What follows belongs to an exercise in optimizing a design on an open flow for a short achievable clock period and few clock cycles; a production flow would make more cautious choices. At most, simulation tests tie the RTL to the original design; equivalence was not proved. No functional check of the RTL was part of run 1. Power and IR drop assume default switching activity.

File: flow/config.mk
export PLATFORM = sky130hd
export DESIGN_NAME = proc
export DESIGN_NICKNAME = proc
export VERILOG_FILES = /design/flow/design.v
export SDC_FILE = /design/flow/constraint.sdc
export NUM_CORES = 4
export LEC_CHECK = 0
export ABC_CLOCK_PERIOD_IN_PS = 2500
export CAP_MARGIN = 20
export CORE_MARGIN = 2
export CORE_UTILIZATION = 40
export SETUP_SLACK_MARGIN = 4.6
export SLEW_MARGIN = 20
export TNS_END_PERCENT = 100
File: flow/design.v
module dff (q, d, clk, rst);
    output         q;
    input          d;
    input          clk;
    input          rst;
    reg            state;
    assign q = state;
    always @(posedge clk) begin
      state <= rst? 1'b0 : d;
    end
endmodule
module not1 (in1,out);
input in1;
output out;
assign out = ~in1;
endmodule
module nand2 (in1,in2,out);
input in1,in2;
output out;
assign out = ~(in1 & in2);
endmodule
module mux2_1(InA,InB,S,Out);
   input InA,InB,S;
   output Out;
   wire   a1,a2,n1;
   not1 n5(S,n1);
   nand2 n4(InA,n1,a1);
   nand2 n2(InB,S,a2);
   nand2 n3(a1,a2,Out);
endmodule
module register (q, d, clk, rst, we);
   parameter WIDTHreg = 16;
   input [WIDTHreg-1:0] d;
   input               clk, rst, we;
   output [WIDTHreg-1:0] q;
   wire [WIDTHreg-1:0]   enabledIn;
   mux2_1 mux[WIDTHreg-1:0] (.InA (q), .InB(d), .S({WIDTHreg{we}}), .Out(enabledIn));
   dff file[WIDTHreg-1:0] (.q(q), .d(enabledIn), .clk({WIDTHreg{clk}}), .rst({WIDTHreg{rst}}));
endmodule
module rf (
           read1data, read2data, err,
           clk, rst, read1regsel, read2regsel, writeregsel, writedata, write
           );
   parameter WIDTH = 16;
   input clk, rst;
   input [2:0] read1regsel;
   input [2:0] read2regsel;
   input [2:0] writeregsel;
   input [(WIDTH-1):0] writedata;
   input        write;
   output [(WIDTH-1):0] read1data;
   output [(WIDTH-1):0] read2data;
   output        err;
   wire [(WIDTH-1):0] readData0, readData1, readData2, readData3, readData4, readData5, readData6, readData7;
   wire [(WIDTH-1):0] writeData0, writeData1, writeData2, writeData3, writeData4, writeData5, writeData6, writeData7;
   reg [(WIDTH-1):0] outData1, outData2;
   assign read1data = outData1;
   assign read2data = outData2; 
   register my_regs0 (.d(writeData0), .q(readData0), .clk(clk), .rst(rst), .we(1'b1));
   register my_regs1 (.d(writeData1), .q(readData1), .clk(clk), .rst(rst), .we(1'b1));
   register my_regs2 (.d(writeData2), .q(readData2), .clk(clk), .rst(rst), .we(1'b1));
   register my_regs3 (.d(writeData3), .q(readData3), .clk(clk), .rst(rst), .we(1'b1));
   register my_regs4 (.d(writeData4), .q(readData4), .clk(clk), .rst(rst), .we(1'b1));
   register my_regs5 (.d(writeData5), .q(readData5), .clk(clk), .rst(rst), .we(1'b1));
   register my_regs6 (.d(writeData6), .q(readData6), .clk(clk), .rst(rst), .we(1'b1));
   register my_regs7 (.d(writeData7), .q(readData7), .clk(clk), .rst(rst), .we(1'b1));
   assign writeData0 = (write & (writeregsel == 3'b000)) ? writedata : readData0;
   assign writeData1 = (write & (writeregsel == 3'b001)) ? writedata : readData1;
   assign writeData2 = (write & (writeregsel == 3'b010)) ? writedata : readData2;
   assign writeData3 = (write & (writeregsel == 3'b011)) ? writedata : readData3;
   assign writeData4 = (write & (writeregsel == 3'b100)) ? writedata : readData4;
   assign writeData5 = (write & (writeregsel == 3'b101)) ? writedata : readData5;
   assign writeData6 = (write & (writeregsel == 3'b110)) ? writedata : readData6;
   assign writeData7 = (write & (writeregsel == 3'b111)) ? writedata : readData7; 
   always @ (read1regsel, readData0, readData1, readData2, readData3, readData4, readData5,
             readData6, readData7) begin
     case (read1regsel)
       3'b000: outData1 = readData0;
       3'b001: outData1 = readData1; 
       3'b010: outData1 = readData2;  	   
       3'b011: outData1 = readData3; 
       3'b100: outData1 = readData4;  
       3'b101: outData1 = readData5;
       3'b110: outData1 = readData6;
       3'b111: outData1 = readData7;
     endcase  
   end
   always @ (read2regsel, readData0, readData1, readData2, readData3, readData4, readData5,
             readData6, readData7) begin
     case (read2regsel)
       3'b000: outData2 = readData0;
       3'b001: outData2 = readData1; 
       3'b010: outData2 = readData2;  	   
       3'b011: outData2 = readData3; 
       3'b100: outData2 = readData4;  
       3'b101: outData2 = readData5;
       3'b110: outData2 = readData6;
       3'b111: outData2 = readData7;
     endcase  
   end
endmodule
module add1(
            A,
            B,
            CI,
            Sum,
            P,
            G
            );
   input A, B, CI;
   output Sum, G, P;
   assign Sum = A ^ B ^ CI;
   assign G   = A & B;
   assign P   = A | B;
endmodule  
module cla_logic(
                 CI,
                 P,
                 G,
                 C,
                 Ggroup,
                 Pgroup);
   input CI;
   input [3:0] P, G;
   output [4:1] C;
   output       Ggroup, Pgroup;
   assign C[1] = G[0] | P[0] & CI;
   assign C[2] = G[1] | P[1] & C[1];
   assign C[3] = G[2] | P[2] & C[2];
   assign C[4] = G[3] | P[3] & C[3];
   assign Ggroup = G[3] | P[3]&G[2] | P[3]&P[2]&G[1] | P[3]&P[2]&P[1]&G[0];
   assign Pgroup = P[3]&P[2]&P[1]&P[0];
endmodule  
module add4(
            A,                   
            B,                   
            CI,                  
            Sum,                 
            CO,                  
            Pgroup,              
            Ggroup               
            );
   input [3:0] A, B;
   input       CI;
   output [3:0] Sum;
   output       CO, Ggroup, Pgroup;
   wire [3:0]   G, P;
   wire [4:1]   C;
   add1 a0(A[0], B[0],   CI, Sum[0], P[0], G[0]);
   add1 a1(A[1], B[1], C[1], Sum[1], P[1], G[1]);
   add1 a2(A[2], B[2], C[2], Sum[2], P[2], G[2]);
   add1 a3(A[3], B[3], C[3], Sum[3], P[3], G[3]);   
   cla_logic clo (CI, P, G, C, Ggroup, Pgroup);
   assign CO = C[4];
endmodule  
module add16(
            A,                   
            B,                   
            CI,                  
            Sum,                 
            CO,                  
            Ggroup,              
            Pgroup               
            );
   input [15:0] A, B;
   input       CI;
   output [15:0] Sum;
   output       CO, Ggroup, Pgroup;
   wire [3:0]   G, P;
   wire [4:1]   C;
   wire [3:0]   COX;              
   add4 a0 (A[3:0],   B[3:0],     CI, Sum[3:0],   COX[0], P[0], G[0]);
   add4 a1 (A[7:4],   B[7:4],   C[1], Sum[7:4],   COX[1], P[1], G[1]);
   add4 a2 (A[11:8],  B[11:8],  C[2], Sum[11:8],  COX[2], P[2], G[2]);
   add4 a3 (A[15:12], B[15:12], C[3], Sum[15:12], COX[3], P[3], G[3]);   
   cla_logic clo (CI, P, G, C, Ggroup, Pgroup);
   assign CO = C[4];
endmodule  
module mux16_2_1(
                 in1,            
                 in2,            
                 s,              
                 out             
                 );
   input [15:0] in1, in2;
   input        s;
   output [15:0] out;
   assign out = s ? in2 : in1;
endmodule  
module shift1(
              in,                
              op,                
              out
              );
   input [15:0] in;
   input [1:0]  op;
   output reg [15:0] out;
   parameter OP_ROL = 0;             
   parameter OP_SLL = 1;             
   parameter OP_ROR = 2;             
   parameter OP_ASR = 3;             
   always @(*) begin
      case (op)
        OP_ROL: begin
           out[15:1] = in[14:0];
           out[0]    = in[15];
        end
        OP_SLL: begin
           out[15:1] = in[14:0];
           out[0]    = 0;
        end
        OP_ROR: begin
           out[14:0] = in[15:1];
           out[15]   = in[0];
        end
        OP_ASR: begin
           out[14:0] = in[15:1];
           out[15]   = in[15];
        end        
      endcase  
   end
endmodule  
module shift2(
              in,                
              op,                
              out
              );
   input [15:0] in;
   input [1:0]  op;
   output reg [15:0] out;
   parameter OP_ROL = 0;             
   parameter OP_SLL = 1;             
   parameter OP_ROR = 2;             
   parameter OP_ASR = 3;             
   always @(*) begin
      case (op)
        OP_ROL: begin
           out[15:2] = in[13:0];
           out[1:0]  = in[15:14];
        end
        OP_SLL: begin
           out[15:2] = in[13:0];
           out[1:0]  = 0;
        end
        OP_ROR: begin
           out[13:0]  = in[15:2];
           out[15:14] = in[1:0];
        end
        OP_ASR: begin
           out[13:0] = in[15:2];
           out[15]   = in[15];
           out[14]   = in[15];
        end        
      endcase  
   end
endmodule  
module shift4(
              in,                
              op,                
              out
              );
   input [15:0] in;
   input [1:0]  op;
   output reg [15:0] out;
   parameter OP_ROL = 0;             
   parameter OP_SLL = 1;             
   parameter OP_ROR = 2;             
   parameter OP_ASR = 3;             
   always @(*) begin
      case (op)
        OP_ROL: begin
           out[15:4] = in[11:0];
           out[3:0]  = in[15:12];
        end
        OP_SLL: begin
           out[15:4] = in[11:0];
           out[3:0]  = 0;
        end
        OP_ROR: begin
           out[11:0]  = in[15:4];
           out[15:12] = in[3:0];
        end
        OP_ASR: begin
           out[11:0] = in[15:4];
           out[15]   = in[15];
           out[14]   = in[15];
           out[13]   = in[15];
           out[12]   = in[15];
        end        
      endcase  
   end
endmodule  
module shift8(
              in,                
              op,                
              out
              );
   input [15:0] in;
   input [1:0]  op;
   output reg [15:0] out;
   parameter OP_ROL = 0;             
   parameter OP_SLL = 1;             
   parameter OP_ROR = 2;             
   parameter OP_ASR = 3;             
   always @(*) begin
      case (op)
        OP_ROL: begin
           out[15:8] = in[7:0];
           out[7:0]  = in[15:8];
        end
        OP_SLL: begin
           out[15:8] = in[7:0];
           out[7:0]  = 0;
        end
        OP_ROR: begin
           out[7:0]  = in[15:8];
           out[15:8] = in[7:0];
        end
        OP_ASR: begin
           out[7:0] = in[15:8];
           out[15]   = in[15];
           out[14]   = in[15];
           out[13]   = in[15];
           out[12]   = in[15];
           out[11]   = in[15];
           out[10]   = in[15];
           out[9]    = in[15];
           out[8]    = in[15];                                 
        end        
      endcase  
   end
endmodule  
module shift16(
               In,               
               Cnt,              
               Op,               
               Out               
               );
   input [15:0] In;
   input [3:0]  Cnt;
   input [1:0]  Op;
   output [15:0] Out;
   wire [15:0] l3, sl3,          
               l2, sl2,          
               l1, sl1,          
               l0, sl0;          
   shift8 s8 (l3, Op, sl3);
   shift4 s4 (l2, Op, sl2);
   shift2 s2 (l1, Op, sl1);
   shift1 s1 (l0, Op, sl0);
   assign l3 = In;
   mux16_2_1 m3 (l3, sl3, Cnt[3], l2);
   mux16_2_1 m2 (l2, sl2, Cnt[2], l1);
   mux16_2_1 m1 (l1, sl1, Cnt[1], l0);
   mux16_2_1 m0 (l0, sl0, Cnt[0], Out);   
endmodule  
module btr_calc(Rs, Rd);
input[15:0] Rs;
output[15:0] Rd;
assign Rd[15] = Rs[0];
assign Rd[14] = Rs[1];
assign Rd[13] = Rs[2];
assign Rd[12] = Rs[3];
assign Rd[11] = Rs[4];
assign Rd[10] = Rs[5];
assign Rd[9] = Rs[6];
assign Rd[8] = Rs[7];
assign Rd[7] = Rs[8];
assign Rd[6] = Rs[9];
assign Rd[5] = Rs[10];
assign Rd[4] = Rs[11];
assign Rd[3] = Rs[12];
assign Rd[2] = Rs[13];
assign Rd[1] = Rs[14];
assign Rd[0] = Rs[15];
endmodule
module ALU (
            A,                   
            B,                   
            Op,                  
            sign,                
            Out,                 
            OFL,                 
            Zero                 
            );
   input [15:0] A, B;
   input [4:0]  Op;
   input        sign;
   output reg [15:0] Out;
   output            OFL, Zero;
   parameter ADD   = 0;
   parameter SUB   = 1;
   parameter OR    = 2;
   parameter AND   = 3;
   parameter ROL   = 4;
   parameter SLL   = 5;
   parameter ROR   = 6;
   parameter SRA   = 7;
   parameter ST    = 8;
   parameter LD    = 9;
   parameter STU   = 10;
   parameter BTR   = 11;
   parameter SEQ   = 12;
   parameter SLT   = 13;
   parameter SLE   = 14;
   parameter SCO   = 15;
   parameter BEQZ  = 16;
   parameter BNEZ  = 17;
   parameter BLTZ  = 18;
   parameter LBI   = 19;
   parameter SLBI  = 20;
   parameter JINST = 21;
   parameter JAL   = 22;
   parameter JR    = 23;
   parameter JALR  = 24;
   parameter RET   = 25;
   parameter SIIC  = 26;
   parameter RTI   = 27;
   parameter NOP   = 28;
   parameter HALT  = 29;
   wire signed [15:0] opA;
   wire signed [15:0] opB;
   wire [15:0]        shifter_Out;
   reg [1:0]          shifter_op;
   wire [15:0]        add_Sum;
   wire               add_CO, add_P, add_G;
   wire [15:0]        btr_rd;              
   wire               OFL_signed, OFL_unsigned;
   shift16 shifter (opA, opB[3:0], shifter_op, shifter_Out); 
   add16   adder   (.A(opA),
                    .B(opB),
                    .CI(Cin),
                    .Sum(add_Sum), 
                    .CO(add_CO), 
                    .Ggroup(add_G),
                    .Pgroup(add_P));
   btr_calc btr(.Rs(opA), .Rd(btr_rd));
   wire               sub = (Op == SUB);
   assign opA = sub ? B     : A;
   assign opB = sub ? ~A    : B;
   assign Cin = sub ? 1'b1  : 1'b0;
   assign OFL_signed = ( opA[15] &  opB[15] & ~add_Sum[15]) |   
                       (~opA[15] & ~opB[15] &  add_Sum[15]);    
   assign OFL_unsigned = add_CO;
   assign OFL = sign ? OFL_signed : OFL_unsigned;
   assign Zero = (opA == 16'h0000) ? 1'b1 : 1'b0;		 
   always @ (Op, add_Sum, add_CO, shifter_Out, opA, opB, btr_rd) begin
      shifter_op = 2'b00;
      case (Op)
        ADD   : Out = add_Sum;
        SUB   : Out = add_Sum;
        ROR   : begin
	   shifter_op = 2'b10;
	   Out = shifter_Out;
	end	
        SRA   : begin
	   shifter_op = 2'b11;
	   Out = shifter_Out;
	end
	ROL   : begin
	   shifter_op = 2'b00;
	   Out = shifter_Out;
	end
	SLL   : begin
	   shifter_op = 2'b01;
	   Out = shifter_Out;
	end
	OR    : Out = opA | opB;
        AND   : Out = opA & opB;
	LD    : Out = add_Sum;
	ST    : Out = add_Sum; 
	STU   : Out = add_Sum;
	BTR   : Out = btr_rd;
	SEQ   : Out = (opA == opB) ? 16'h0001 : 16'h0000;
	SLT   : Out = opA < opB;
	SLE   : Out = opA <= opB;
	BLTZ  : Out = (opA[15]) ? 16'hFFFF : 16'h0000;	 
	SCO   : Out = add_CO;
	LBI   : Out = opB;
	SLBI  : Out = {opA[7:0], 8'b0} | opB;
	JR    : Out = add_Sum;
	JALR  : Out = add_Sum;
	RET   : Out = opB;		 
	SIIC  : Out = 16'b0; 	 
        RTI   : Out = 16'b0;		 
	NOP   : Out = 16'b0;		 
	HALT  : Out = 16'b0;		 
        default:
          Out = 16'hbada;
      endcase
   end
endmodule  
module alu_op_decode (instr, alu_op);
input [15:0] instr;
output [4:0] alu_op;
parameter ADD   = 0;
parameter SUB   = 1;
parameter OR    = 2;
parameter AND   = 3;
parameter ROL   = 4;
parameter SLL   = 5;
parameter ROR   = 6;
parameter SRA   = 7;
parameter ST    = 8;
parameter LD    = 9;
parameter STU   = 10;
parameter BTR   = 11;
parameter SEQ   = 12;
parameter SLT   = 13;
parameter SLE   = 14;
parameter SCO   = 15;
parameter BEQZ  = 16;
parameter BNEZ  = 17;
parameter BLTZ  = 18;
parameter LBI   = 19;
parameter SLBI  = 20;
parameter JINST = 21;
parameter JAL   = 22;
parameter JR    = 23;
parameter JALR  = 24;
parameter RET   = 25;
parameter SIIC  = 26;
parameter RTI   = 27;
parameter NOP   = 28;
parameter HALT  = 29;
reg [4:0] op;
wire [6:0] instr_op;
assign instr_op = {instr[15:11], instr[1:0]};
assign alu_op = op;
always @ (*) begin
	casex (instr_op)
	7'b1101100 : op = ADD;
	7'b1101101 : op = SUB;
	7'b1101110 : op = OR;
	7'b1101111 : op = AND;
	7'b1101000 : op = ROL;
	7'b1101001 : op = SLL;
	7'b1101010 : op = ROR;
	7'b1101011 : op = SRA;
	7'b00000xx : op = HALT;
	7'b00001xx : op = NOP;
	7'b01000xx : op = ADD;
	7'b01001xx : op = SUB;
	7'b01010xx : op = OR;
	7'b01011xx : op = AND;
	7'b10100xx : op = ROL;
	7'b10101xx : op = SLL;
	7'b10110xx : op = ROR;
	7'b10111xx : op = SRA;
	7'b10000xx : op = ST;
	7'b10001xx : op = LD;
	7'b10011xx : op = STU;
	7'b11001xx : op = BTR;
	7'b11100xx : op = SEQ;
	7'b11101xx : op = SLT;
	7'b11110xx : op = SLE;
	7'b11111xx : op = SCO;
	7'b01100xx : op = BEQZ;
	7'b01101xx : op = BNEZ;
	7'b01111xx : op = BLTZ;
	7'b11000xx : op = LBI;
	7'b10010xx : op = SLBI;
	7'b00100xx : op = JINST;
	7'b00101xx : op = JR;
	7'b00110xx : op = JAL;
	7'b00111xx : op = JALR;
	7'b01110xx : op = RET;
	7'b00010xx : op = SIIC;
	7'b00011xx : op = RTI;
	default	  : op = 5'b11111;
	endcase
end
endmodule
module alu_operand_decode (instr, rsVal, rtVal, opA, opB);
   input [15:0] instr;
   input [15:0] rsVal;
   input [15:0] rtVal;
   output [15:0] opA;
   output [15:0] opB;
   reg [15:0]    opBVal;
   wire [6:0]    op;
   assign opA = rsVal;
   assign opB = opBVal;
   assign op = {instr[15:11], instr[1:0]};
   always @ (*) begin
      casex (op)
	7'b1101100 :  
	  opBVal = rtVal;
	7'b1101101 :  
	  opBVal = rtVal;
	7'b1101110 :  
	  opBVal = rtVal;
	7'b1101111 :  
	  opBVal = rtVal;
	7'b1101000 :  
	  opBVal = rtVal;
	7'b1101001 :  
	  opBVal = rtVal;
	7'b1101010 :  
	  opBVal = rtVal;
	7'b1101011 :  
	  opBVal = rtVal;
	7'b00000xx :  
	  opBVal = 16'b0;	 
	7'b00001xx :  
	  opBVal = 16'b0;	 
	7'b01000xx :  
	  opBVal = {{11{instr[4]}}, instr[4:0]};  
	7'b01001xx :  
	  opBVal = {{11{instr[4]}}, instr[4:0]};  
	7'b01010xx :  
	  opBVal = {11'b0, instr[4:0]};		 
	7'b01011xx :  
	  opBVal = {11'b0, instr[4:0]};		 
	7'b10100xx :  
	  opBVal = {11'b0, instr[4:0]};		 
	7'b10101xx :  
	  opBVal = {11'b0, instr[4:0]};		 
	7'b10110xx :  
	  opBVal = {11'b0, instr[4:0]};		 
	7'b10111xx :  
	  opBVal = {11'b0, instr[4:0]};		 
	7'b10000xx :  
	  opBVal = {{11{instr[4]}}, instr[4:0]};  
	7'b10001xx :  
	  opBVal = {{11{instr[4]}}, instr[4:0]};  
	7'b10011xx :  
	  opBVal = {{11{instr[4]}}, instr[4:0]};  
	7'b11001xx :  
	  opBVal = 16'b1;	 
	7'b11100xx :  
	  opBVal = rtVal;
	7'b11101xx :  
	  opBVal = rtVal;
	7'b11110xx :  
	  opBVal = rtVal;
	7'b11111xx :  
	  opBVal = rtVal;
	7'b01100xx :  
	  opBVal = {{8{instr[7]}}, instr[7:0]};		 
	7'b01101xx :  
	  opBVal = {{8{instr[7]}}, instr[7:0]};		 
	7'b01111xx :  
	  opBVal = {{8{instr[7]}}, instr[7:0]};		 
	7'b11000xx :  
	  opBVal = {{8{instr[7]}}, instr[7:0]};		 
	7'b10010xx :  
	  opBVal = {8'b0, instr[7:0]};					 
	7'b00100xx :  
	  opBVal = {{5{instr[10]}}, instr[10:0]};	 
	7'b00101xx :  
	  opBVal = {{8{instr[7]}}, instr[7:0]};		 
	7'b00110xx :  
	  opBVal = {{5{instr[10]}}, instr [10:0]};  
	7'b00111xx :  
	  opBVal = {{8{instr[7]}}, instr[7:0]};		 
	7'b01110xx :  
	  opBVal = rtVal;
	7'b00010xx :  
	  opBVal = 16'b0;   
	7'b00011xx :  
	  opBVal = 16'b0;   
	default	  : opBVal = 16'b1;	
      endcase
   end
endmodule
module alu_destination_decode (instr, rd, we_reg);
   input [15:0] instr;
   output reg [2:0] rd;
   output reg       we_reg;
   wire [2:0]       rd_imm, rd_reg, rd_ld_imm;
   assign rd_imm = instr[7:5];
   assign rd_reg = instr[4:2];
   assign rd_ld_imm = instr[10:8];
   wire [6:0]       op;
   assign op = {instr[15:11], instr[1:0]};
   always @ (*) begin
      casex (op)
	7'b1101100 : begin  
	   rd = rd_reg;
	   we_reg = 1'b1;
	end
	7'b1101101 : begin  
	   rd = rd_reg;
	   we_reg = 1'b1;
	end
	7'b1101110 : begin  
	   rd = rd_reg;
	   we_reg = 1'b1;
	end
	7'b1101111 : begin 
	   rd = rd_reg;
	   we_reg = 1'b1;
	end
	7'b1101000 : begin  
	   rd = rd_reg;
	   we_reg = 1'b1;
	end
	7'b1101001 : begin  
	   rd = rd_reg;
	   we_reg = 1'b1;
        end
	7'b1101010 : begin  
	   rd = rd_reg;
	   we_reg = 1'b1;
	end
	7'b1101011 : begin 
	   rd = rd_reg;
	   we_reg = 1'b1;
        end
	7'b11100xx : begin  
	   rd = rd_reg;
	   we_reg = 1'b1;
        end
	7'b11101xx : begin 
	   rd = rd_reg;
	   we_reg = 1'b1;
        end
	7'b11110xx : begin 
	   rd = rd_reg;
           we_reg = 1'b1;
	end
	7'b11111xx : begin  
	   rd = rd_reg;
	   we_reg = 1'b1;
        end
	7'b11001xx : begin  
	   rd = rd_reg;
           we_reg = 1'b1;
	end
	7'b01000xx : begin  
	   rd = rd_imm;
	   we_reg = 1'b1;
        end
	7'b01001xx : begin 
	   rd = rd_imm;
           we_reg = 1'b1;
        end
	7'b01010xx : begin 
	   rd = rd_imm;
	   we_reg = 1'b1;
        end
	7'b01011xx : begin  
	   rd = rd_imm;
           we_reg = 1'b1;
        end
	7'b10100xx : begin  
	   rd = rd_imm;
           we_reg = 1'b1;
        end
	7'b10101xx : begin  
	   rd = rd_imm;
           we_reg = 1'b1;
        end
	7'b10110xx : begin  
	   rd = rd_imm;
           we_reg = 1'b1;
	end
	7'b10111xx : begin  
	   rd = rd_imm;
 	   we_reg = 1'b1;
        end
	7'b10001xx : begin  
	   rd = rd_imm;
	   we_reg = 1'b1;
        end
	7'b11000xx : begin  
	   rd = rd_ld_imm;
	   we_reg = 1'b1;
	end
	7'b10010xx : begin 
	   rd = rd_ld_imm;
	   we_reg = 1'b1;
	end
	7'b00110xx : begin  
	   rd = 3'd7;
	   we_reg = 1'b1;
	end
	7'b00111xx : begin  
	   rd = 3'd7;
	   we_reg = 1'b1;
	end
  	7'b10011xx : begin  
	   rd = rd_ld_imm;
	   we_reg = 1'b1;
	end
	7'b10000xx : begin  
           rd = 3'd0;
           we_reg = 1'b0;
        end
	7'b01100xx : begin  
           rd = 3'd0;
	   we_reg = 1'b0;
        end
	7'b01101xx : begin  
           rd = 3'd0;
	   we_reg = 1'b0;
        end
	7'b01111xx : begin  
           rd = 3'd0;
	   we_reg = 1'b0;
        end
	7'b00100xx : begin  
           rd = 3'd0;
	   we_reg = 1'b0;
        end
	7'b00101xx : begin  
           rd = 3'd0;
	   we_reg = 1'b0;
        end
	7'b01110xx : begin  
           rd = 3'd0;
	   we_reg = 1'b0;
        end
	7'b00010xx : begin  
           rd = 3'd0;
	   we_reg = 1'b0;
        end
	7'b00011xx : begin  
           rd = 3'd0;
	   we_reg = 1'b0;
        end
	7'b00000xx : begin  
           rd = 3'd0;
	   we_reg = 1'b0;
        end
	7'b00001xx : begin  
           rd = 3'd0;
	   we_reg = 1'b0;
        end
	default	  : begin
           rd = 3'd0;
           we_reg = 1'b0;
        end
      endcase
   end
endmodule
module branch_logic (op, zero, top_alu, bt);
   input [4:0] op;
   input       zero;
   input       top_alu;
   output reg  bt;
   parameter BEQZ = 5'b01100;
   parameter BNEZ = 5'b01101;
   parameter BLTZ = 5'b01111;
   parameter JUMP = 5'b00100;
   parameter JR   = 5'b00101;
   parameter JAL  = 5'b00110;
   parameter JALR = 5'b00111;
   parameter RET  = 5'b01110;
   always@(*) begin
      case (op)
	BEQZ : bt = (zero == 1'b1) ? 1'b1 : 1'b0;
	BNEZ : bt = (zero == 1'b1) ? 1'b0 : 1'b1;
	BLTZ : bt = (zero == 1'b0 && top_alu == 1'b1) ? 1'b1 : 1'b0;
        JUMP : bt = 1;
        JR   : bt = 1;
        JAL  : bt = 1;
        JALR : bt = 1;
        RET  : bt = 1;
        default : bt = 0;
      endcase
   end
endmodule
module brj_addr_calc (instr, next_pc, dest_addr);
   input [15:0] instr;
   input [15:0] next_pc;
   output [15:0] dest_addr;
   wire [4:0]    op;
   wire          co, G, P;
   reg [15:0]    sextVal;
   assign op = instr[15:11];
   add16 add (.A(sextVal), .B(next_pc), .CI(1'b0), .Sum(dest_addr), .CO(co), .Ggroup(G), .Pgroup (P));
   always @ (*) begin
      case (op)
	5'b01100 : begin   
	   sextVal = {{8{instr[7]}}, instr[7:0]};		
	end
	5'b01101 : begin   
	   sextVal = {{8{instr[7]}}, instr[7:0]}; 
	end
	5'b01111 : begin	 
	   sextVal = {{8{instr[7]}}, instr[7:0]};
	end
	5'b00100 : begin	 
	   sextVal = {{5{instr[10]}}, instr[10:0]};
	end
	5'b00110 : begin   
	   sextVal = {{5{instr[10]}}, instr[10:0]};
	end
	default :  begin
	   sextVal = 16'b0;
	end			
      endcase
   end
endmodule
module next_pc_addr (instr, pc_inc, alu_out, brj_dest, bt, stall, next_pc, pc);
   input [15:0] instr;
   input [15:0] pc_inc;
   input [15:0] pc;
   input [15:0] alu_out;
   input [15:0] brj_dest;
   input        bt;
   input        stall;
   output [15:0] next_pc;
   wire [4:0]        op;
   reg [15:0] br_pc;
   assign op = instr[15:11];
   assign next_pc = (stall & ~bt) ? pc : br_pc; 
   always @ (*) begin
         case (op)
	   5'b01100 : begin	 
	      br_pc = (bt == 1'b1) ? brj_dest : pc_inc;
	   end
	   5'b01101 : begin   
	      br_pc = (bt == 1'b1) ? brj_dest : pc_inc;
	   end
	   5'b01111 : begin   
	      br_pc = (bt == 1'b1) ? brj_dest : pc_inc;
	   end
	   5'b00100 : begin   
	      br_pc = brj_dest;	
	   end
	   5'b00101 : begin   
	      br_pc = alu_out;
	   end
	   5'b00110 : begin   
	      br_pc = brj_dest;
	   end
	   5'b00111 : begin   
	      br_pc = alu_out;
	   end
	   5'b01110 : begin   
	      br_pc = alu_out;
	   end
	   5'b00011 : begin   
	      br_pc = alu_out;
	   end
	   default : begin
	      br_pc = pc_inc;
	   end
         endcase  
   end
endmodule
module mem_decode_logic (instr, e_mem, wr_mem, halt);
   input [15:0] instr;
   output reg   halt;		 
   output reg   e_mem;
   output reg   wr_mem;
   wire [6:0]   op;
   assign op = {instr[15:11], instr[1:0]};
   always @ (*) begin
      casex (op)
	7'b10001xx : begin  
	   wr_mem = 1'b0;
	   e_mem = 1'b1;
	   halt = 1'b0;
        end
	7'b10011xx : begin 
	   wr_mem = 1'b1;
	   e_mem = 1'b1;
	   halt = 1'b0;
	end
	7'b10000xx : begin  
	   wr_mem = 1'b1;
           e_mem = 1'b1;
	   halt = 1'b0;
	end 
	7'b00000xx : begin  
	   wr_mem = 1'b0;
	   e_mem = 1'b0;
	   halt = 1'b1;
        end      
	default	  : begin
	   e_mem = 1'b0;
	   wr_mem = 1'b0;
	   halt = 1'b0;
        end
      endcase
   end
endmodule
module dest_data_decode (instr, next_pc, alu_out, mem_out, rdata);
   input [15:0] instr;
   input [15:0] next_pc;
   input [15:0] alu_out;
   input [15:0] mem_out;
   output reg [15:0] rdata;
   wire [6:0]        op; 
   assign op = {instr[15:11], instr[1:0]};
   always @ (*) begin
      casex (op)
	7'b1101100 :  
	  rdata = alu_out;
	7'b1101101 :  
	  rdata = alu_out;
	7'b1101110 :  
	  rdata = alu_out;
	7'b1101111 :  
	  rdata = alu_out;
	7'b1101000 :  
	  rdata = alu_out;
	7'b1101001 :  
	  rdata = alu_out;
	7'b1101010 :  
	  rdata = alu_out;
	7'b1101011 :  
	  rdata = alu_out;
	7'b11100xx :  
	  rdata = alu_out;
	7'b11101xx :  
	  rdata = alu_out;
	7'b11110xx :  
	  rdata = alu_out;
	7'b11111xx :  
	  rdata = alu_out;
	7'b11001xx :  
	  rdata = alu_out;
	7'b01000xx :  
	  rdata = alu_out;
	7'b01001xx :  
	  rdata = alu_out;
	7'b01010xx :  
	  rdata = alu_out;
	7'b01011xx :  
	  rdata = alu_out;
	7'b10100xx :  
	  rdata = alu_out;
	7'b10101xx :  
	  rdata = alu_out;
	7'b10110xx :  
	  rdata = alu_out;
	7'b10111xx :  
	  rdata = alu_out;
	7'b10001xx :  
	  rdata = mem_out;
	7'b11000xx :  
	  rdata = alu_out;
	7'b10010xx :  
	  rdata = alu_out;
	7'b00110xx :  
	  rdata = next_pc;
	7'b00111xx :  
	  rdata = next_pc;
	7'b10011xx :  
	  rdata = alu_out;   
	default	  : rdata = 16'b0;
      endcase
   end
endmodule
module proc(
	    clk,
	    rst,
	    imem_rdata,
	    dmem_rdata,
	    imem_addr,
	    dmem_addr,
	    dmem_wdata,
	    dmem_en,
	    dmem_wr,
	    halt
	    );
   input clk;
   input rst;
   input [15:0] imem_rdata;
   input [15:0] dmem_rdata;
   output [15:0] imem_addr;
   output [15:0] dmem_addr;
   output [15:0] dmem_wdata;
   output        dmem_en;
   output        dmem_wr;
   output        halt;
   localparam OP_HALT = 5'b00000, OP_J = 5'b00100, OP_JR = 5'b00101, OP_JAL = 5'b00110,
              OP_JALR = 5'b00111, OP_ADDI = 5'b01000, OP_SUBI = 5'b01001, OP_ORI = 5'b01010,
              OP_ANDI = 5'b01011, OP_BEQZ = 5'b01100, OP_BNEZ = 5'b01101, OP_RET = 5'b01110,
              OP_BLTZ = 5'b01111, OP_ST = 5'b10000, OP_LD = 5'b10001, OP_SLBI = 5'b10010,
              OP_STU = 5'b10011, OP_LBI = 5'b11000, OP_BTR = 5'b11001, OP_SHR = 5'b11010,
              OP_ALR = 5'b11011, OP_SEQ = 5'b11100, OP_SLT = 5'b11101, OP_SLE = 5'b11110,
              OP_SCO = 5'b11111;
   reg [15:0] pc;
   reg [15:0] ras;            
   reg        ras_v;
   reg        d_v;
   reg [2:0]  d_rs, d_rt, d_dst;
   reg [7:0]  d_i8;
   reg [15:0] d_imm, d_pc2, d_tgt;
   reg        d_pt;           
   reg        d_wr, d_rrr, d_agu, d_ret, d_jr, d_ld, d_st, d_stu, d_lbi, d_slbi, d_call, d_halt;
   reg        d_beqz, d_bnez, d_bltz;
   reg        d_sum, d_sub, d_or, d_and, d_shl, d_shr, d_rot, d_btr, d_seq, d_slt, d_sle, d_sco;
   reg        x_wr, x_ld, x_en, x_we, x_halt, x_beqz, x_bnez, x_bltz, x_pt, x_ev;
   reg [2:0]  x_dst;
   reg [15:0] x_A, x_B, x_S, x_addr, x_early, x_ebyp, x_pc2, x_tgt;
   reg        x_sub;
   reg        x_s_sum, x_s_or, x_s_and, x_s_shl, x_s_shr, x_s_btr, x_s_seq, x_s_slt, x_s_sle,
              x_s_sco, x_s_slbi, x_s_early, x_rot;
   reg [15:0] rf [0:7];
   reg [15:0] d_rfa, d_rft;   
   reg        w_wr;           
   reg [2:0]  w_dst;
   reg [15:0] w_res;
   wire        stall, x_redir, d_redir;
   wire [15:0] x_rtgt, agu, x_res;
   wire [15:0] fi = imem_rdata;
   wire [4:0]  fop = fi[15:11];
   wire [15:0] pc2 = pc + 16'd2;
   wire [8:0]  lo8 = {1'b0, pc2[7:0]} + {1'b0, fi[7:0]};
   wire [7:0]  h8p = pc2[15:8] + 8'd1;
   wire [7:0]  h8m = pc2[15:8] - 8'd1;
   wire [15:0] t8 = {(lo8[8] & ~fi[7]) ? h8p : (~lo8[8] & fi[7]) ? h8m : pc2[15:8], lo8[7:0]};
   wire [11:0] lo11 = {1'b0, pc2[10:0]} + {1'b0, fi[10:0]};
   wire [4:0]  h5p = pc2[15:11] + 5'd1;
   wire [4:0]  h5m = pc2[15:11] - 5'd1;
   wire [15:0] t11 = {(lo11[11] & ~fi[10]) ? h5p : (~lo11[11] & fi[10]) ? h5m : pc2[15:11], lo11[10:0]};
   wire        f_isj    = (fop == OP_J) | (fop == OP_JAL);
   wire        f_isbr   = (fop == OP_BEQZ) | (fop == OP_BNEZ) | (fop == OP_BLTZ);
   wire        f_isret  = (fop == OP_RET);
   wire        f_iscall = (fop == OP_JAL) | (fop == OP_JALR);
   wire        f_brt    = f_isbr & (fi[7] | (fop == OP_BNEZ));
   wire        f_take   = f_isj | f_brt;
   wire [15:0] f_tt     = f_isj ? t11 : t8;
   wire [15:0] f_seq    = (f_isret & ras_v) ? ras : pc2;
   wire        s_x = x_redir;
   wire        s_d = d_redir & ~x_redir;
   wire        s_h = stall & ~x_redir;
   wire        s_n = ~x_redir & ~d_redir & ~stall;
   wire [15:0] pc_next = ({16{s_x}} & x_rtgt) | ({16{s_d}} & agu) | ({16{s_h}} & pc) |
                         ({16{s_n & f_take}} & f_tt) | ({16{s_n & ~f_take}} & f_seq);
   always @(posedge clk) begin
      if (rst)
        pc <= 16'd0;
      else
        pc <= pc_next;
   end
   always @(posedge clk) begin
      if (rst)
        ras_v <= 1'b0;
      else if (f_iscall) begin
         ras_v <= 1'b1;
         ras <= pc2;
      end
   end
   assign imem_addr = pc;
   wire f_alr  = (fop == OP_ALR);
   wire f_rfmt = (fop == OP_BTR) | (fop == OP_SHR) | f_alr | (fop[4:2] == 3'b111);
   wire f_ifmt = (fop[4:2] == 3'b010) | (fop[4:2] == 3'b101) | (fop == OP_LD);
   wire f_sfmt = (fop == OP_LBI) | (fop == OP_SLBI) | (fop == OP_STU);
   wire [2:0] f_dst = f_iscall ? 3'd7 : f_sfmt ? fi[10:8] : f_ifmt ? fi[7:5] : fi[4:2];
   wire f_shi  = (fop[4:2] == 3'b101);
   wire f_shr_r = (fop == OP_SHR);
   wire [1:0] f_shop = f_shr_r ? fi[1:0] : fop[1:0];
   reg  [15:0] f_imm;
   always @(*) begin
      case (fop)
        OP_ADDI, OP_SUBI, OP_ST, OP_LD, OP_STU: f_imm = {{11{fi[4]}}, fi[4:0]};
        OP_LBI, OP_JR, OP_JALR:                 f_imm = {{8{fi[7]}}, fi[7:0]};
        OP_SLBI:                                f_imm = {8'd0, fi[7:0]};
        default:                                f_imm = {11'd0, fi[4:0]};
      endcase
   end
   always @(posedge clk) begin
      d_rfa <= rf[stall ? d_rs : fi[10:8]];
      d_rft <= rf[stall ? d_rt : fi[7:5]];
   end
   always @(posedge clk) begin
      if (rst | x_redir | d_redir)
        d_v <= 1'b0;
      else if (!stall)
        d_v <= 1'b1;
      if (!stall) begin
         d_rs   <= fi[10:8];
         d_rt   <= fi[7:5];
         d_i8   <= fi[7:0];
         d_dst  <= f_dst;
         d_imm  <= f_imm;
         d_pc2  <= pc2;
         d_tgt  <= f_isret ? ras : t8;
         d_pt   <= f_isret ? ras_v : f_brt;
         d_wr   <= f_rfmt | f_ifmt | f_sfmt | f_iscall;
         d_rrr  <= f_shr_r | f_alr | (fop[4:2] == 3'b111);
         d_agu  <= (fop == OP_LD) | (fop == OP_ST) | (fop == OP_STU) | (fop == OP_JR) | (fop == OP_JALR);
         d_ret  <= f_isret;
         d_jr   <= (fop == OP_JR) | (fop == OP_JALR);
         d_ld   <= (fop == OP_LD);
         d_st   <= (fop == OP_ST) | (fop == OP_STU);
         d_stu  <= (fop == OP_STU);
         d_lbi  <= (fop == OP_LBI);
         d_slbi <= (fop == OP_SLBI);
         d_call <= f_iscall;
         d_halt <= (fop == OP_HALT);
         d_beqz <= (fop == OP_BEQZ);
         d_bnez <= (fop == OP_BNEZ);
         d_bltz <= (fop == OP_BLTZ);
         d_sub  <= (fop == OP_SUBI) | (f_alr & (fi[1:0] == 2'b01));
         d_sum  <= (fop == OP_ADDI) | (fop == OP_SUBI) | (f_alr & ~fi[1]);
         d_or   <= (fop == OP_ORI) | (f_alr & (fi[1:0] == 2'b10));
         d_and  <= (fop == OP_ANDI) | (f_alr & (fi[1:0] == 2'b11));
         d_shl  <= (f_shi | f_shr_r) & ~f_shop[1];
         d_shr  <= (f_shi | f_shr_r) & f_shop[1];
         d_rot  <= ~f_shop[0];
         d_btr  <= (fop == OP_BTR);
         d_seq  <= (fop == OP_SEQ);
         d_slt  <= (fop == OP_SLT);
         d_sle  <= (fop == OP_SLE);
         d_sco  <= (fop == OP_SCO);
      end
   end
   wire        a_fx = x_wr & (x_dst == d_rs);
   wire        t_fx = x_wr & (x_dst == d_rt);
   wire [15:0] a_rf = (w_wr & (w_dst == d_rs)) ? w_res : d_rfa;
   wire [15:0] t_rf = (w_wr & (w_dst == d_rt)) ? w_res : d_rft;
   wire [15:0] a_val = a_fx ? x_res : a_rf;
   wire [15:0] t_val = t_fx ? x_res : t_rf;
   wire        b_fx = d_rrr & t_fx;
   wire [15:0] b_oth = d_rrr ? t_rf : d_imm;
   wire [15:0] base = a_fx ? x_ebyp : a_rf;
   wire        base_ok = ~a_fx | x_ev;
   wire [8:0]  alo = {1'b0, base[7:0]} + {1'b0, d_imm[7:0]};
   wire [7:0]  ahp = base[15:8] + 8'd1;
   wire [7:0]  ahm = base[15:8] - 8'd1;
   wire [15:0] sum_b = {(alo[8] & ~d_imm[15]) ? ahp : (~alo[8] & d_imm[15]) ? ahm : base[15:8], alo[7:0]};
   wire        r7_fx = x_wr & (x_dst == 3'd7);
   wire [15:0] r7 = r7_fx ? x_ebyp : rf[7];
   wire        r7_ok = ~r7_fx | x_ev;
   assign agu = d_ret ? r7 : sum_b;
   assign stall = d_v & ((d_agu & ~base_ok) | (d_ret & ~r7_ok));
   wire ret_hit = d_pt & (r7 == d_tgt);
   assign d_redir = d_v & ~stall & ~x_redir & (d_jr | (d_ret & ~ret_hit));
   wire d_go = d_v & ~stall & ~x_redir;
   always @(posedge clk) begin
      if (rst | ~d_go) begin
         x_wr <= 1'b0; x_ld <= 1'b0; x_en <= 1'b0; x_we <= 1'b0; x_halt <= 1'b0;
         x_beqz <= 1'b0; x_bnez <= 1'b0; x_bltz <= 1'b0;
      end else begin
         x_wr <= d_wr; x_ld <= d_ld; x_en <= d_ld | d_st; x_we <= d_st; x_halt <= d_halt;
         x_beqz <= d_beqz; x_bnez <= d_bnez; x_bltz <= d_bltz;
      end
      x_dst <= d_dst;
      x_A <= a_val;
      x_B <= b_fx ? x_res : b_oth;
      x_S <= t_val;
      x_addr <= sum_b;
      x_early <= d_stu ? sum_b : d_call ? d_pc2 : d_imm;
      x_ebyp <= d_stu ? sum_b : d_call ? d_pc2 : d_lbi ? d_imm : {base[7:0], d_i8};
      x_ev <= d_stu | d_call | d_lbi | (d_slbi & base_ok);
      x_pc2 <= d_pc2;
      x_tgt <= d_tgt;
      x_pt <= d_pt;
      x_sub <= d_sub;
      x_s_sum <= d_sum | d_sco; x_s_or <= d_or; x_s_and <= d_and;
      x_s_shl <= d_shl; x_s_shr <= d_shr; x_rot <= d_rot;
      x_s_btr <= d_btr; x_s_seq <= d_seq; x_s_slt <= d_slt; x_s_sle <= d_sle;
      x_s_sco <= d_sco; x_s_slbi <= d_slbi; x_s_early <= d_stu | d_call | d_lbi;
   end
   wire [15:0] ax = x_A ^ {16{x_sub}};
   wire [16:0] s17 = {1'b0, x_B} + {1'b0, ax} + {16'd0, x_sub};
   wire [15:0] sum = s17[15:0];
   wire        c16 = s17[16];
   wire        ult = (x_A[14:0] < x_B[14:0]);
   wire        eq  = (x_A == x_B);
   wire        slt = (x_A[15] & ~x_B[15]) | (~(x_A[15] ^ x_B[15]) & ult);
   wire [3:0]  n = x_B[3:0];
   wire [15:0] l0 = n[0] ? {x_A[14:0], x_rot ? x_A[15]    : 1'b0}  : x_A;
   wire [15:0] l1 = n[1] ? {l0[13:0],  x_rot ? l0[15:14]  : 2'b0}  : l0;
   wire [15:0] l2 = n[2] ? {l1[11:0],  x_rot ? l1[15:12]  : 4'b0}  : l1;
   wire [15:0] l3 = n[3] ? {l2[7:0],   x_rot ? l2[15:8]   : 8'b0}  : l2;
   wire        sg = x_A[15];
   wire [15:0] r0 = n[0] ? {x_rot ? x_A[0]   : sg,       x_A[15:1]} : x_A;
   wire [15:0] r1 = n[1] ? {x_rot ? r0[1:0]  : {2{sg}},  r0[15:2]}  : r0;
   wire [15:0] r2 = n[2] ? {x_rot ? r1[3:0]  : {4{sg}},  r1[15:4]}  : r1;
   wire [15:0] r3 = n[3] ? {x_rot ? r2[7:0]  : {8{sg}},  r2[15:8]}  : r2;
   wire [15:0] btr;
   genvar gi;
   generate for (gi = 0; gi < 16; gi = gi + 1) begin : g_btr
      assign btr[gi] = x_A[15-gi];
   end endgenerate
   wire [15:0] sum_m = x_s_sco ? {15'd0, c16} : sum;
   assign x_res = ({16{x_s_sum}} & sum_m) | ({16{x_s_or}} & (x_A | x_B)) | ({16{x_s_and}} & (x_A & x_B)) |
                  ({16{x_s_shl}} & l3) | ({16{x_s_shr}} & r3) | ({16{x_s_btr}} & btr) |
                  ({16{x_s_slbi}} & {x_A[7:0], x_B[7:0]}) |
                  ({16{x_s_early}} & x_early) | ({16{x_ld}} & dmem_rdata) |
                  {15'd0, (x_s_seq & eq) | (x_s_slt & slt) | (x_s_sle & (slt | eq))};
   wire a_zero = (x_A == 16'd0);
   wire taken  = (x_beqz & a_zero) | (x_bnez & ~a_zero) | (x_bltz & x_A[15]);
   assign x_redir = (x_beqz | x_bnez | x_bltz) & (taken ^ x_pt);
   assign x_rtgt = taken ? x_tgt : x_pc2;
   always @(posedge clk) begin
      if (x_wr)
        rf[x_dst] <= x_res;
   end
   always @(posedge clk) begin
      if (rst)
        w_wr <= 1'b0;
      else
        w_wr <= x_wr;
      w_dst <= x_dst;
      w_res <= x_res;
   end
   assign dmem_addr = x_addr;
   assign dmem_wdata = x_S;
   assign dmem_en = x_en;
   assign dmem_wr = x_we;
   assign halt = x_halt;
endmodule
File: flow/constraint.sdc
create_clock -name core_clock -period 8.0 [get_ports {clk}]
set_input_delay 1.6000 -clock core_clock [delete_from_list [all_inputs] [get_ports {clk}]]
set_output_delay 1.6000 -clock core_clock [all_outputs]
set_load 0.01 [all_outputs]
File: flow/run.sh
#!/bin/bash
# synth_recipe.tcl (not shown) runs the flow's synth.tcl, then flattens the netlist and writes it again
# the make line also repeats each setting of config.mk as NAME=value (left out here)
make -C /OpenROAD-flow-scripts/flow DESIGN_CONFIG=/design/flow/config.mk WORK_HOME=/design/flow/orfs CLKGATE_MAP_FILE= SYNTH_SCRIPT=/design/flow/synth_recipe.tcl finish
==> results of run 1 <==
==> per-stage QoR <==
step | hold slack (ns) | total power [mW] | cells
2_1_floorplan | 0.3233 | 3.739 | 2486
3_3_place_gp | 0.3252 | 4.284 | 3232
3_5_place_dp | 0.3269 | 4.310 | 3232
4_1_cts | 0.3401 | 6.803 | 3368
5_1_grt | 0.3487 | 7.164 | 3406
6_report | 0.3385 | 6.941 | 3406
==> worst max-delay path, delay by kind of cell (launching register included) <==
kind | cells | cell delay, ns
compound gates | 7 | 1.09
flops | 1 | 0.36
xor+xnor | 2 | 0.41
buf+inv | 1 | 0.18
mux | 1 | 0.24
fa+ha+maj | 2 | 0.64
simple gates | 3 | 0.99
==> repair_timing <==
| item | CTS | global route |
|---|---|---|
| endpoints found under the setup margin | 326 | 150 |
| gates cloned | 4 | 2 |
| pin swaps | 37 | 42 |
| resized for setup | 147 | 132 |
| hold buffers | 0 | 0 |
| hold endpoints to repair | 0 | 0 |
| buffers inserted | 40 | 36 |
==> layer usage <==
layer	wire length, um	up-vias
li1	-	9228
met1	35880	10250
met2	39550	1172
met3	7522	225
met4	3840	0
met5	0	-
==> path summary, 6_finish.rpt <==
path	end	slack, ns	cells past startpoint
worst min-delay path	x_dst[2]	0.34	0
worst min register to register	x_dst[2]	0.34	0
worst max-delay path	pc[12]	3.98	16
worst max register to register	pc[12]	3.98	16
==> where the power goes <==
group          total, mW  internal, mW  switching [mW]
registers           2.88          2.66           0.221
logic               1.66         0.695           0.968
clock network       2.40          1.43           0.971
==> final cells by class <==
cell class / instances / area [um^2]
multi-input combinational: 1774 / 13020
clock buffer: 76 / 1534
tap: 782 / 978.4
fill: 5478 / 30750
sequential: 448 / 11200
timing repair buffer: 209 / 1926
clock inverter: 16 / 191.4
inverter: 101 / 415.4
==> cell families after synthesis <==
family | count (synthesis)
and+or+nand+nor | 826
AOI/OAI and AO/OA | 576
muxes | 172
buffers and inverters | 268
DFF | 448
xor gates and xnor gates | 104
adders and majority gates | 92
==> cells in the final DEF, fill, tap and decap left out, types with 78 or more instances in the layout <==
cell type  Yosys  routed
nand2_1      414     406
edfxtp_1     219     219
buf_4         11     102
mux2i_1      107      91
dfxtp_1      229     212
inv_1         95      85
nor2_1       139     128
o21ai_0      113      89
ha_1          89      78
a21oi_1      111      94
==> reports/summary.txt, run 1 <==
layout cells sized above 1 -> 0.1867
antenna cell count -> 0
static leakage power -> 11.92 nW
setup_tns -> 0 ns
Post-Syn Instances -> 2486
vias in the first global route -> 19610
XOR/XNOR share of the synthesized area -> 0.03828
first-pass GRT wire length -> 126200 um
Async S/R FF share, synth -> 0
Max Cap Violations -> 0
CTS Sinks -> 448
met3 Usage GRT -> 0.04234
Row Count -> 90
Num CTS Buffers -> 49
gp weighted congestion -> 0.9536
post-synth top area share -> 0.2719
Initial Util -> 0.4030
# port buffers -> 84
Synthesis Warnings -> 1
crit path setup slack, layout -> 3.980 ns
pwr dens -> 237.2 mW/mm^2
Rel. slew slack -> 0.2579
largest net degree at the start of global routing -> 66
core area -> 0.06002 mm^2
unrepaired setup endpoints after global routing -> true
cell repeated most along the worst path -> o211ai_1
period utilization -> 0.5025
post-place setup slack -> 2.681 ns
arrival time at the worst endpoint -> 4.49 ns
detailed-route via count -> 20880
worst r2r src -> d_rs[2]
largest family of logic cells by synthesized area -> compound AO/OA/AOI/OAI gates
final hold vios -> 0
final setup fails -> 0
worst min path class -> flop to flop
Design Area, Final -> 0.02927 mm^2
initial antenna violation count -> 3
most frequent cell after synthesis -> nand2_1
GRT Max-Usage Layer -> met2
GR Layer Usage met2 -> 0.4206
DRT Pass-1 Iters -> 8
Worst-Margin Slew -> 1.111 ns
Root Driver -> clkbuf_16
CP Cell Sequence -> xor2_4 > or4_4 > mux2i_4 > a21oi_2 > ha_2 > fa_2 > a21oi_4 > o21bai_4 > nor4_2 > buf_4 > o211ai_1 > nor2_1 > a31oi_4 > xnor2_2 > o211ai_1 > o221ai_1
nets -> 2709
post-detail-place hpwl -> 58050 um
Clock Latency Late Sink -> 0.61 ns
CP Class -> flop to flop
Peak VDD IR -> 0.1513 mV
IO Count -> 85
Cell variety after synth -> 84
area leader, netlist -> edfxtp_1
Max H-tree Level -> 2
synthesized area per cell -> 9.730 um^2
crit-path max FO -> 7
Adder-Cell Fraction of Synth Area -> 0.04852
Peak Freq -> 248.7 MHz
largest reg by FF count -> rf
sequential fraction of the synthesis area -> 0.4614
DRC violations left -> 0
launch point of the critical path -> d_rs[2]
Compound-Gate Fraction of Synth Area -> 0.1624
Synth area leaders -> edfxtp_1 (27%), dfxtp_1 (19%), nand2_1 (6.4%), ha_1 (4.6%), mux2i_1 (4.4%)
Routed Antenna Nets -> 0
Synth Area in Simple Gates -> 0.1555
post-layout min period -> 4.020 ns
DP Area -> 0.02581 mm^2
commonest cells in the netlist -> nand2_1 (414), dfxtp_1 (229), edfxtp_1 (219), nor2_1 (139), o21ai_0 (113)
Global Route Usage Sum -> 0.2658
Syn-to-layout area delta -> 20.99%
Post-Syn Nets -> 2612
Die ar. -> 0.06246 mm^2
post-synthesis register bit count -> 448
CTS tree -> built
Worst Path Required -> 8.47 ns
Chip Width -> 249.9 um
synthesized cell area -> 0.02419 mm^2
status -> no timing/DRC/antenna violations
Post-synth EDFFs -> 219
ys flop type -> dfxtp_1
Max Clock Skew -> 0.03476 ns
Setup crit end kind -> flop
Worst Hold Launch -> d_dst[2]
grt total ovfl -> 0
chip height -> 249.9 um
Worst path slowest cell -> or4_4
WL/cell -> 25.48 um
CP max stage delay -> 0.63 ns
mux cell area share after synthesis -> 0.08617
Worst setup SP type -> flop
clock buffer depth -> 3
Post-Route WL -> 86790 um
Iteration-0 DRC Markers -> 2661
number of flip-flops in the largest register -> 128
M1 GR Usage -> 0.3627
Reg clk slew, reported paths -> 0.06 ns
Pins Over Slew Limit -> 0
vias per cell -> 6.129
Final Util -> 0.4876
==> run 2: changes to the inputs <==
--- a/flow/design.v
+++ b/flow/design.v
@@ -1095,10 +1095,12 @@
               x_s_sco, x_s_slbi, x_s_early, x_rot;
    reg [15:0] rf [0:7];
    reg [15:0] d_rfa, d_rft;   
+   reg        fa_x, ft_x, fa_w, ft_w, f7_x;  
    reg        w_wr;           
    reg [2:0]  w_dst;
    reg [15:0] w_res;
    wire        stall, x_redir, d_redir;
+   wire        d_go = d_v & ~stall & ~x_redir;
    wire [15:0] x_rtgt, agu, x_res;
    wire [15:0] fi = imem_rdata;
    wire [4:0]  fop = fi[15:11];
@@ -1157,9 +1159,17 @@
         default:                                f_imm = {11'd0, fi[4:0]};
       endcase
    end
+   wire [2:0] n_rs = stall ? d_rs : fi[10:8];
+   wire [2:0] n_rt = stall ? d_rt : fi[7:5];
+   wire       n_xw = d_go & d_wr;
    always @(posedge clk) begin
-      d_rfa <= rf[stall ? d_rs : fi[10:8]];
-      d_rft <= rf[stall ? d_rt : fi[7:5]];
+      d_rfa <= rf[n_rs];
+      d_rft <= rf[n_rt];
+      fa_x <= n_xw & (d_dst == n_rs);
+      ft_x <= n_xw & (d_dst == n_rt);
+      f7_x <= n_xw & (d_dst == 3'd7);
+      fa_w <= x_wr & (x_dst == n_rs);
+      ft_w <= x_wr & (x_dst == n_rt);
    end
    always @(posedge clk) begin
       if (rst | x_redir | d_redir)
@@ -1204,28 +1214,24 @@
          d_sco  <= (fop == OP_SCO);
       end
    end
-   wire        a_fx = x_wr & (x_dst == d_rs);
-   wire        t_fx = x_wr & (x_dst == d_rt);
-   wire [15:0] a_rf = (w_wr & (w_dst == d_rs)) ? w_res : d_rfa;
-   wire [15:0] t_rf = (w_wr & (w_dst == d_rt)) ? w_res : d_rft;
+   wire        a_fx = fa_x;
+   wire        t_fx = ft_x;
+   wire [15:0] a_rf = fa_w ? w_res : d_rfa;
+   wire [15:0] t_rf = ft_w ? w_res : d_rft;
    wire [15:0] a_val = a_fx ? x_res : a_rf;
    wire [15:0] t_val = t_fx ? x_res : t_rf;
    wire        b_fx = d_rrr & t_fx;
    wire [15:0] b_oth = d_rrr ? t_rf : d_imm;
    wire [15:0] base = a_fx ? x_ebyp : a_rf;
    wire        base_ok = ~a_fx | x_ev;
-   wire [8:0]  alo = {1'b0, base[7:0]} + {1'b0, d_imm[7:0]};
-   wire [7:0]  ahp = base[15:8] + 8'd1;
-   wire [7:0]  ahm = base[15:8] - 8'd1;
-   wire [15:0] sum_b = {(alo[8] & ~d_imm[15]) ? ahp : (~alo[8] & d_imm[15]) ? ahm : base[15:8], alo[7:0]};
-   wire        r7_fx = x_wr & (x_dst == 3'd7);
+   wire [15:0] sum_b = base + d_imm;
+   wire        r7_fx = f7_x;
    wire [15:0] r7 = r7_fx ? x_ebyp : rf[7];
    wire        r7_ok = ~r7_fx | x_ev;
    assign agu = d_ret ? r7 : sum_b;
    assign stall = d_v & ((d_agu & ~base_ok) | (d_ret & ~r7_ok));
    wire ret_hit = d_pt & (r7 == d_tgt);
    assign d_redir = d_v & ~stall & ~x_redir & (d_jr | (d_ret & ~ret_hit));
-   wire d_go = d_v & ~stall & ~x_redir;
    always @(posedge clk) begin
       if (rst | ~d_go) begin
          x_wr <= 1'b0; x_ld <= 1'b0; x_en <= 1'b0; x_we <= 1'b0; x_halt <= 1'b0;
--- a/flow/config.mk
+++ b/flow/config.mk
@@ -9,6 +9,6 @@
 export CAP_MARGIN = 20
 export CORE_MARGIN = 2
 export CORE_UTILIZATION = 40
-export SETUP_SLACK_MARGIN = 4.6
+export SETUP_SLACK_MARGIN = 5.0
 export SLEW_MARGIN = 20
 export TNS_END_PERCENT = 100
==> run 2 against run 1 <==
  * Maximum frequency grew 21%
  * Die area shrank 0.58%
  * Power grew 3.9%
  * Utilization grew 3.2 points
  * First-iteration DRC count shrank 19%
  * Critical path depth shrank 2
  * Combinational power grew about 20%
==> reports/summary.txt, run 2 <==
setup_tns -> 0 ns
Register Area -> 0.01124 mm^2
largest net degree at the start of global routing -> 78
CTS tree -> built
Async S/R FF share, synth -> 0
reg2reg end -> pc[14]
Worst-Margin Slew -> 1.061 ns
area leader, netlist -> edfxtp_1
Die ar. -> 0.06210 mm^2
Cell variety after synth -> 80
detailed-route via count -> 21370
CP Class -> primary input to flop
DRC violations left -> 0
vias in the first global route -> 20360
Worst Hold Launch -> d_sub
post-layout min period -> 3.322 ns
DRT Pass-1 Iters -> 5
commonest cells after routing, fill and taps aside -> nand2_1 (409), edfxtp_1 (219), dfxtp_1 (207)
synthesized area per cell -> 9.479 um^2
launch point of the critical path -> imem_rdata[0]
Max Clock Skew -> 0.02130 ns
grt total ovfl -> 0
crit-path max FO -> 4
Row Count -> 89
Pint -> 4.909 mW
Peak Freq -> 301.0 MHz
first-pass GRT wire length -> 131400 um
Reg clk slew, reported paths -> 0.06 ns
period utilization -> 0.4153
post-place setup slack -> 2.976 ns
Rel. slew slack -> 0.2917
Worst Path Required -> 8.47 ns
commonest non-fill, non-tap cell in the layout -> nand2_1
number of flip-flops in the largest register -> 128
Routed Antenna Nets -> 0
Post-Syn Nets -> 2668
Chip Width -> 249.2 um
sequential fraction of the synthesis area -> 0.4649
initial antenna violation count -> 5
status -> no timing/DRC/antenna violations
Pins Over Slew Limit -> 0
worst r2r src -> pc[1]
Final Util -> 0.5192
Flop pwr share -> 0.396
Multi-input gate area -> 0.01351 mm^2
worst reg2reg setup slack -> 4.75 ns
worst hold slack -> 0.3454 ns
Synth area leaders -> edfxtp_1 (27%), dfxtp_1 (19%), nand2_1 (6.5%), ha_1 (4.9%), mux2i_1 (4.8%)
Post-Syn Instances -> 2537
Num CTS Buffers -> 50
Gate power share -> 0.276
switching part of the total -> 0.3192
Post-Route WL -> 89790 um
Post-synth EDFFs -> 219
crit path setup slack, layout -> 4.678 ns
commonest cells in the netlist -> nand2_1 (414), dfxtp_1 (230), edfxtp_1 (219), nand3_1 (195), a21oi_1 (150)
synthesized cell area -> 0.02405 mm^2
Max H-tree Level -> 2
CTS Sinks -> 449
vias per cell -> 6.047
Max Cap Violations -> 0
chip height -> 249.2 um
post-synthesis register bit count -> 449
core area -> 0.05924 mm^2
Clk network pwr share -> 0.328
IO Count -> 85
static leakage power -> 12.43 nW
most frequent cell after synthesis -> nand2_1
post-synth top area share -> 0.2735
Syn-to-layout area delta -> 27.90%
Worst setup SP type -> primary input
clock buffer depth -> 3
Setup crit end kind -> flop
unrepaired setup endpoints after global routing -> true
pwr dens -> 234.4 mW/mm^2
arrival time at the worst endpoint -> 3.79 ns
post-detail-place hpwl -> 58540 um
final hold vios -> 0
Initial Util -> 0.4059
# port buffers -> 84
worst min path class -> flop to flop
Peak VDD IR -> 0.1924 mV
Clock Latency Late Sink -> 0.60 ns
Root Driver -> clkbuf_16
Iteration-0 DRC Markers -> 2149
antenna cell count -> 0
Net Sw Power -> 2.302 mW
ys flop type -> dfxtp_1
WL/cell -> 25.41 um
Global Route Usage Sum -> 0.2776
largest reg by FF count -> rf
nets -> 2851
crit path to -> pc[14]
layout cells sized above 1 -> 0.2329
Synthesis Warnings -> 1
reg2reg path depth -> 15
Filler cells -> 5288
gp weighted congestion -> 0.9632
final setup fails -> 0
[run 2: metrics by stage]
stage	instances	instance area, um^2	power, mW
final	3534	30760	7.211
after global routing	3534	30760	7.452
after CTS	3461	29300	6.963
after detailed placement	3285	25870	4.422
after global placement	3285	25870	4.394
after floorplan	2537	24290	3.801
[run 2: kinds of logic after synthesis]
group                    after synthesis  share of synthesized area
buffers and inverters                272                    0.04516
multiplexers                         161                    0.08226
AO/OA/AOI/OAI                        542                     0.1445
XOR/XNOR                              95                    0.03491
adder cells (fa/ha/maj)               97                    0.05140
flip-flops                           449                     0.4649
AND/OR/NAND/NOR                      921                     0.1768
[run 2: routing by layer]
| layer | wire length [um] | part of all wire | GRT usage | up-vias |
|---|---|---|---|---|
| li1 | - | - | - | 9475 |
| met1 | 36980 | 0.41 | 0.3805 | 10510 |
| met2 | 41360 | 0.46 | 0.4492 | 1162 |
| met3 | 7988 | 0.089 | 0.04242 | 219 |
| met4 | 3444 | 0.038 | 0.09105 | 4 |
| met5 | 27 | 0.00030 | 0 | - |
[run 2: critical path, cell delays in order]
cell and delay [ns]:
buf_8 0.08, ha_4 0.13, inv_2 0.03, fa_2 0.37, nor2b_4 0.15, buf_4 0.13, o31ai_4 0.06, a211oi_2 0.21
buf_4 0.19, nand3_1 0.17, a221oi_2 0.28, a21o_1 0.13, xnor2_1 0.13, o22ai_1 0.13
[run 2: worst min-delay path by stage]
| stage | to | depth (start not counted) | slack (ns) |
|---|---|---|---|
| 6_report | x_sub | 0 | 0.35 |
| 5_1_grt | x_s_seq | 0 | 0.37 |
| 4_1_cts | x_sub | 0 | 0.35 |
| 3_5_place_dp | x_sub | 0 | 0.34 |
| 3_3_place_gp | x_s_sle | 0 | 0.34 |
| 2_1_floorplan | x_rot | 0 | 0.32 |
[run 2: final cells by class]
cell class | instances | area share
Timing Repair Buffer | 288 | 0.09311
Multi-Input combinational cell | 1819 | 0.4394
Inverter | 105 | 0.01440
Tap cell | 773 | 0.03144
Clock inverter | 19 | 0.005980
Timing Repair inverter | 7 | 0.001586
Clock buffer | 74 | 0.04861
Sequential cell | 449 | 0.3655
[run 2: power groups by stage]
| stage | sequential [mW] | combinational, mW | clock [mW] |
|---|---|---|---|
| after floorplan | 2.84 | 0.965 | 0 |
| after global placement | 2.88 | 1.51 | 0 |
| after detailed placement | 2.89 | 1.53 | 0 |
| after CTS | 2.85 | 1.73 | 2.38 |
| after global routing | 2.88 | 2.10 | 2.47 |
| final | 2.86 | 1.99 | 2.36 |
[run 2: repair_timing]
action,4_1_cts,5_1_grt
gates cloned,14,6
hold endpoints to repair,0,0
gates resized for setup,371,190
pin swaps,69,84
setup endpoints to repair,439,202
setup buffers,69,67
hold buffers,0,0
Testbench counts of run 2, summed over its fixed seeds: cycles 87,344.

==> re-timing with driven ports <==
The flow's constraints put no driver on any port. The routed layouts listed below were extracted and timed again, unchanged, in two steps.
Step 1: set_driving_cell puts a clkbuf_16 on clk and a buf_2 on each other input, an assumption about the parent block.
Step 2, shift: input delay + t, output delay - t, t = (earliest + latest rising clock arrival at the registers) / 2. This alone moves slack from input paths to output paths.
Three values: ideal, step 1, step 2; two values: the first two.
run | shift t [ns] | slack for setup (ns) | latest minus earliest clock arrival (ns) | pins driven straight from the clock port
run 1 | 0.651 | 3.980 / 3.980 / 3.725 | 0.035 / 0.035 | 1
run 2 | 0.651 | 4.678 / 4.684 / 4.032 | 0.021 / 0.021 | 1
After both steps setup and hold are still met in every run listed. The setup slack of run 2, which loses most, moves by +0.006 ns with the drivers and by -0.646 ns with both steps.
